What follows belongs to an exercise in optimizing a design on an open flow for small area and few clock cycles per item; a production flow would make more cautious choices.
Function was checked by simulation only, so behaviour that the tests miss may differ from the original.
Power is estimated from default activity; no workload was simulated.

<file path="flow/run.sh">
#!/bin/bash
# synth_recipe.tcl (not shown) runs the flow's synth.tcl, then flattens the netlist and writes it again
# the make line also repeats each setting of config.mk as NAME=value (left out here)
make -C /OpenROAD-flow-scripts/flow DESIGN_CONFIG=/design/flow/config.mk WORK_HOME=/design/flow/orfs CLKGATE_MAP_FILE= SYNTH_SCRIPT=/design/flow/synth_recipe.tcl finish
</file>
<file path="flow/config.mk">
export PLATFORM = sky130hd
export DESIGN_NAME = SE
export DESIGN_NICKNAME = SE
export VERILOG_FILES = /design/flow/design.v
export SDC_FILE = /design/flow/constraint.sdc
export NUM_CORES = 4
export LEC_CHECK = 0
export CAP_MARGIN = 20
export CORE_AREA = 5 5 375 375
export DIE_AREA = 0 0 380 380
export SLEW_MARGIN = 20
</file>
<file path="flow/constraint.sdc">
create_clock -name core_clock -period 5.5 [get_ports {clk}]
set_input_delay 1.1000 -clock core_clock [delete_from_list [all_inputs] [get_ports {clk}]]
set_output_delay 1.1000 -clock core_clock [all_outputs]
set_load 0.01 [all_outputs]
</file>
<file path="flow/design.v">
module SE #(
    parameter integer DATAWIDTH = 16,
    parameter integer ARRAYLENGTH = 32
)
(
    input clk,
    input reset,
    input [(DATAWIDTH * ARRAYLENGTH) - 1 : 0] array_in,
    input valid_in,
    output [(DATAWIDTH * ARRAYLENGTH) - 1 : 0] array_out,
    output valid_out
);
    parameter EVEN_ARR_LEN = ARRAYLENGTH % 2 == 0;
    reg [DATAWIDTH - 1: 0] r [0 : ARRAYLENGTH - 1];  
    wire [DATAWIDTH - 1: 0] input_array [0 : ARRAYLENGTH - 1];  
    wire [DATAWIDTH - 1 : 0] even_cas_out [0 : ARRAYLENGTH - 1];  
    wire [DATAWIDTH - 1 : 0] odd_cas_out [0 : ARRAYLENGTH - 1];  
    reg output_valid;
    integer counter;  
    always@(posedge clk)
    begin
        if (reset) begin
            counter <= 0;
            output_valid <= 0;
        end
        else if (0 == counter) begin  
            output_valid <= 0;
            if (1 == valid_in) begin
                for (integer i = 0; i < ARRAYLENGTH; i = i + 1) begin
                    r[i] <= input_array[i];
                end
                counter <= 1;  
            end
        end
        else if (1 == valid_in) begin
            counter <= 0;
        end
        else begin
            for (integer i = 0; i < ARRAYLENGTH; i = i + 1) begin
                r[i] <= even_cas_out[i];
            end
            if (((ARRAYLENGTH + 1) / 2) == counter) begin
                counter <= 0;
                output_valid <= 1;
            end
            else
                counter <= counter + 1;  
        end
    end
    genvar odd;
    generate
        if (!EVEN_ARR_LEN) assign odd_cas_out[0] = r[0];
        for (odd = EVEN_ARR_LEN ? 0 : 1; odd < ARRAYLENGTH - 1; odd = odd + 2) begin : g_odd
            compare_and_swap #(.SIZE(DATAWIDTH)) u1 (.i1(r[odd]), .i2(r[odd + 1]),
                .o1(odd_cas_out[odd]), .o2(odd_cas_out[odd + 1]));
        end
    endgenerate
    genvar even;
    generate
        if (EVEN_ARR_LEN) assign even_cas_out[0] = odd_cas_out[0];
        assign even_cas_out[ARRAYLENGTH - 1] = odd_cas_out[ARRAYLENGTH - 1];
        for (even = EVEN_ARR_LEN ? 1 : 0; even < ARRAYLENGTH - 2; even = even + 2)
            begin : g_even
                compare_and_swap #(.SIZE(DATAWIDTH)) u1 (.i1(odd_cas_out[even]),
                    .i2(odd_cas_out[even + 1]), .o1(even_cas_out[even]), .o2(even_cas_out[even + 1]));
            end
    endgenerate
    genvar i;
    generate
        for (i = 0; i < ARRAYLENGTH; i = i + 1)
            begin : g1
                assign input_array[i] = array_in[(i * DATAWIDTH) + DATAWIDTH - 1 : i * DATAWIDTH];
                assign array_out[(i * DATAWIDTH) + DATAWIDTH - 1 : i * DATAWIDTH] = r[i];
            end
    endgenerate
    assign valid_out = output_valid;
endmodule
module compare_and_swap #(
    parameter [7:0] SIZE = 8
)
(
    input [SIZE - 1 : 0] i1,
    input [SIZE - 1 : 0] i2,
    output [SIZE - 1: 0] o1,
    output [SIZE - 1: 0] o2
);
    assign o1 = i1 > i2 ? i1 : i2;
    assign o2 = i1 > i2 ? i2 : i1;
endmodule
</file>
==> results_tabular.tex <==
\begin{tabular}{lr}
\hline
Metric & Value \\
\hline
\multicolumn{2}{l}{\textbf{Status}} \\
Run status & no timing/DRC/antenna violations \\
\multicolumn{2}{l}{\textbf{Run}} \\
Maximum Capacitance Violations & 0 \\
\multicolumn{2}{l}{\textbf{Power}} \\
Power density of the placed cells & between 400 and 500 nW/um\^{}2 \\
Peak ir drop on the vdd network & roughly 0.00022 V \\
Leak & between 20 and 30 nW \\
\multicolumn{2}{l}{\textbf{Clock network}} \\
\# H-tree levels & 3 \\
CTS Buf Count & 77 \\
TritonCTS clock tree & done \\
Maximum root-to-sink buffer count & 3 \\
Buffer cell driving the clock tree root & sky130\_fd\_sc\_hd\_\_clkbuf\_16 \\
Post-CTS Hold Buffers & 0 \\
Clk slew on worst S/H paths & about 0.060 ns \\
Clk\_lat worst skew & 0.69 ns \\
CTS sink cnt & about 550 \\
\multicolumn{2}{l}{\textbf{Finish}} \\
Nets & around 7600 \\
Final standard cell utilization of the core & 0.469 \\
Commonest cells after routing, fill and taps aside & sky130\_fd\_sc\_hd\_\_clkdlybuf4s50\_1 (1027), sky130\_fd\_sc\_hd\_\_nor2\_1 (657), sky130\_fd\_sc\_hd\_\_nand2\_1 (650), sky130\_fd\_sc\_hd\_\_edfxtp\_1 (512), sky130\_fd\_sc\_hd\_\_inv\_1 (509) \\
Area growth from synthesis to layout & 33.7\% \\
Summed area of non-filler cells in the final layout & 63600 um\^{}2 \\
Most common cell after layout, fill and taps aside & sky130\_fd\_sc\_hd\_\_clkdlybuf4s50\_1 \\
Fraction of layout cells with a size suffix above 1 & 0.0862 \\
\multicolumn{2}{l}{\textbf{GRT}} \\
Met2 Resource Use GR & 0.546 \\
GRT Residual Overflow & 0 \\
GRT met3 Usage & 0.0913 \\
Met1 usage in global routing & 0.391 \\
Vias in the first global route & between 40000 and 50000 \\
Initial antenna violation count & 42 \\
Largest net degree at the start of global routing & around 160 \\
Global-route wire length before repair & approximately 350000 um \\
Aggregate global-route resource usage & 0.329 \\
Gr busiest metal & met2 \\
\multicolumn{2}{l}{\textbf{STA}} \\
Worst-case headroom to the max-slew limit & 0.230 \\
Post-route worst hold slack & between 0.4 and 0.5 ns \\
Setup repair after global routing missed its margin & no \\
Clock tree skew after final layout & 0.0385 ns \\
Slew Limit Fails & 0 \\
Clock period minus worst slack & 5.35 ns \\
Number of setup violations in the final report & 0 \\
Final Hold Vio Count & 0 \\
Transition time of the tightest slew-check pin & approximately 1.2 ns \\
Fmax & roughly 190 MHz \\
Tcrit/Tclk final & 0.972 \\
\multicolumn{2}{l}{\textbf{Floorplan}} \\
Count of standard-cell rows & about 140 \\
Full die area & roughly 140000 um\^{}2 \\
Vertical die dimension & between 300 and 400 um \\
Horizontal die dimension & 380 um \\
Starting density of the core & 0.350 \\
Number of top-level pins & $\sim$1000 \\
Core ar. & 136000 um\^{}2 \\
\multicolumn{2}{l}{\textbf{Detailed routing}} \\
Total detailed-routing wirelength & between 200000 and 300000 um \\
Routed len/inst & 29.7 um \\
Post-detailed-route DRC marker count & 0 \\
Number of DRC markers after the initial detailed-route iteration & slightly above 5000 \\
Antenna Nets Post-Route & 0 \\
Vias per cell & between 5 and 6 \\
Vias post-DR & between 40000 and 50000 \\
DRT Pass-1 Iters & 7 \\
\multicolumn{2}{l}{\textbf{Worst setup path}} \\
Slowest stage delay, CP & a little under 0.5 ns \\
Number of cells on the worst reg-to-reg path & 15 \\
Worst Path Required & a little over 6 ns \\
Slack of the worst reg-to-reg path & between 0.15 and 0.2 ns \\
CP endpoint kind & flop \\
Slowest cell on the critical path & sky130\_fd\_sc\_hd\_\_or4\_1 \\
Worst R2R Start & r[16][15]\$\_DFFE\_PP\_ \\
WS Path Type & flop to flop \\
Highest fanout seen on the critical path & 32 \\
Kind of launch point of the worst setup path & flop \\
Worst EP arrival & 5.88 ns \\
R2R Path End & r[17][8]\$\_DFFE\_PP\_ \\
Cell breakdown of the critical path & ha\_1, nand4\_1, a2111o\_1, a31oi\_4, buf\_12, mux2i\_1, inv\_1, ha\_1, nand4\_1, or4\_1, or3\_1, and3\_1, buf\_4, a22oi\_1, o21a\_1 \\
\multicolumn{2}{l}{\textbf{Yosys}} \\
Register bit count reported by yosys & between 500 and 600 \\
Most used flip-flop cell after synthesis & sky130\_fd\_sc\_hd\_\_edfxtp\_1 \\
Count of cell types in the netlist & 62 \\
Yosys warning count & 3 \\
Average footprint of a synthesized cell & around 8.6 um\^{}2 \\
Number of enable-type register cells in the synthesized netlist & between 500 and 600 \\
Area contributors post-synth & sky130\_fd\_sc\_hd\_\_edfxtp\_1 (32\%), sky130\_fd\_sc\_hd\_\_ha\_1 (13\%), sky130\_fd\_sc\_hd\_\_nor2\_1 (5.2\%) \\
Syn\_nets & 6561 \\
Share of the yosys chip area belonging to registers & 0.337 \\
Share of flip-flops with an asynchronous set or reset & 0 \\
Post-synth top area cell & sky130\_fd\_sc\_hd\_\_edfxtp\_1 \\
Count of mapped cells out of synthesis & roughly 5500 \\
Post-synth top area share & 0.323 \\
Post-Syn Area & about 48000 um\^{}2 \\
\multicolumn{2}{l}{\textbf{Worst hold path}} \\
HP Start & counter[0]\$\_SDFFE\_PP0P\_ \\
Worst Hold Depth & 2 \\
Hold-critical path endpoint & counter[0]\$\_SDFFE\_PP0P\_ \\
Min-delay worst type & flop to flop \\
\multicolumn{2}{l}{\textbf{Placed design}} \\
HPWL after DPL & approximately 200000 um \\
Port Buffers & 1027 \\
Routability congestion estimate & roughly 1 \\
Post-placement cell area & between 60000 and 70000 um\^{}2 \\
\hline
\end{tabular}
-- how the worst max path moves through the flow --
stage | from | end | cells after the start
after floorplan | counter[1]$_SDFFE_PP0P_ | r[31][0]$_DFFE_PP_ | 14
after global placement | r[16][15]$_DFFE_PP_ | r[17][8]$_DFFE_PP_ | 15
after detailed placement | r[16][15]$_DFFE_PP_ | r[17][8]$_DFFE_PP_ | 15
after CTS | r[9][15]$_DFFE_PP_ | r[7][11]$_DFFE_PP_ | 16
after global routing | r[28][14]$_DFFE_PP_ | r[29][13]$_DFFE_PP_ | 16
final | r[16][15]$_DFFE_PP_ | r[17][8]$_DFFE_PP_ | 15
-- critical path: cells and delay by family (launching register included) --
family	cells	cell delay (ns)
mux	1	0.48
compound gates	4	1.28
fa+ha+maj	2	0.71
flops	1	0.45
buf+inv	3	0.61
simple gates	5	1.66
-- cell families (layout without fill, tap and decap cells) --
group,Yosys count,in the layout,synth area share
xor+xnor,26,26,0.00478
other cells,0,19,0
buf+inv,865,1967,0.0762
fa+ha+maj,500,500,0.131
simple gates,2026,2026,0.198
compound gates,1328,1328,0.198
mux,256,256,0.0547
flops,545,545,0.337
-- repair_timing --
item,CTS,global route
resized for setup,0,5
setup buffers,0,4
setup endpoints to repair,0,52
-- state kept, by name, summed over array words and instances, names as in the netlist --
register,flops
output_valid,1
r,512
counter,32
-- metal layers --
layer / wire [um] / up-vias
li1: - / 22500
met1: 96800 / 24000
met2: 116000 / 2431
met3: 22100 / 549
met4: 15600 / 34
met5: 205 / -
-- area by class of cell --
class	count	area [um^2]
Antenna cell	19	47.5
Clock buffer	98	2140
Clock inverter	39	317
Fill cell	13200	72200
Inverter	512	1920
Multi-Input combinational cell	4136	28200
Sequential cell	545	16000
Tap cell	1781	2230
Timing Repair Buffer	1318	12700
-- through the flow --
step,worst slack [ns],setup TNS (ns),power (W),instances
floorplan,-8.57,-3966.99,0.0173,5546
global placement,0.137,0,0.0239,8288
detailed placement,0.0899,0,0.0240,8288
CTS,0.0520,0,0.0292,8425
global route,0.000746,0,0.0311,8437
finish,0.151,0,0.0294,8448
-- synth_stat cells, types with 174 or more instances --
cell and n:
sky130_fd_sc_hd__nor2_1 658, sky130_fd_sc_hd__nand2_1 650, sky130_fd_sc_hd__edfxtp_1 512, sky130_fd_sc_hd__inv_1 511, sky130_fd_sc_hd__ha_1 500, sky130_fd_sc_hd__o21a_1 242
sky130_fd_sc_hd__nand4_1 226, sky130_fd_sc_hd__o22ai_1 226, sky130_fd_sc_hd__mux2i_1 224, sky130_fd_sc_hd__a21oi_1 214, sky130_fd_sc_hd__a22oi_1 214, sky130_fd_sc_hd__clkbuf_1 212
sky130_fd_sc_hd__o211ai_1 174
-- power by group --
part           total, W  switching, W  internal (W)
Combinational    0.0174        0.0103       0.00714
Clock           0.00509       0.00215       0.00293
Sequential      0.00686       0.00105       0.00581
Total            0.0294        0.0135        0.0159
Testbench counts, summed over its fixed seeds: cycles 40,808, sorts 2,400.

[re-timing with driven ports]
No port has a modelled driver above. Below, the same layout with a new extraction and two added sets of constraints.
Step 1 assumes that a clkbuf_16 drives the clock port and a buf_2 every other input.
Step 2 adds t to the input delays and takes it off the output delays; t is the mean of the earliest and latest rising clock arrival at the registers after step 1. Input paths then give back, and output paths get back, about the clock's delay inside the block.
a / b / c = no drivers / after step 1 / after step 2; a / b = the first two.
t, ns: 0.748
setup WS [ns]: 0.151 / 0.151 / 0.151
worst setup path after step 2: register to register
clock arrival spread, ns: 0.039 / 0.039
worst slew at a driven data input, ns: 0.30
After both steps setup and hold are still met in this run. For this run, drivers alone change the setup slack by 0.000 ns; drivers and shift together by 0.000 ns.
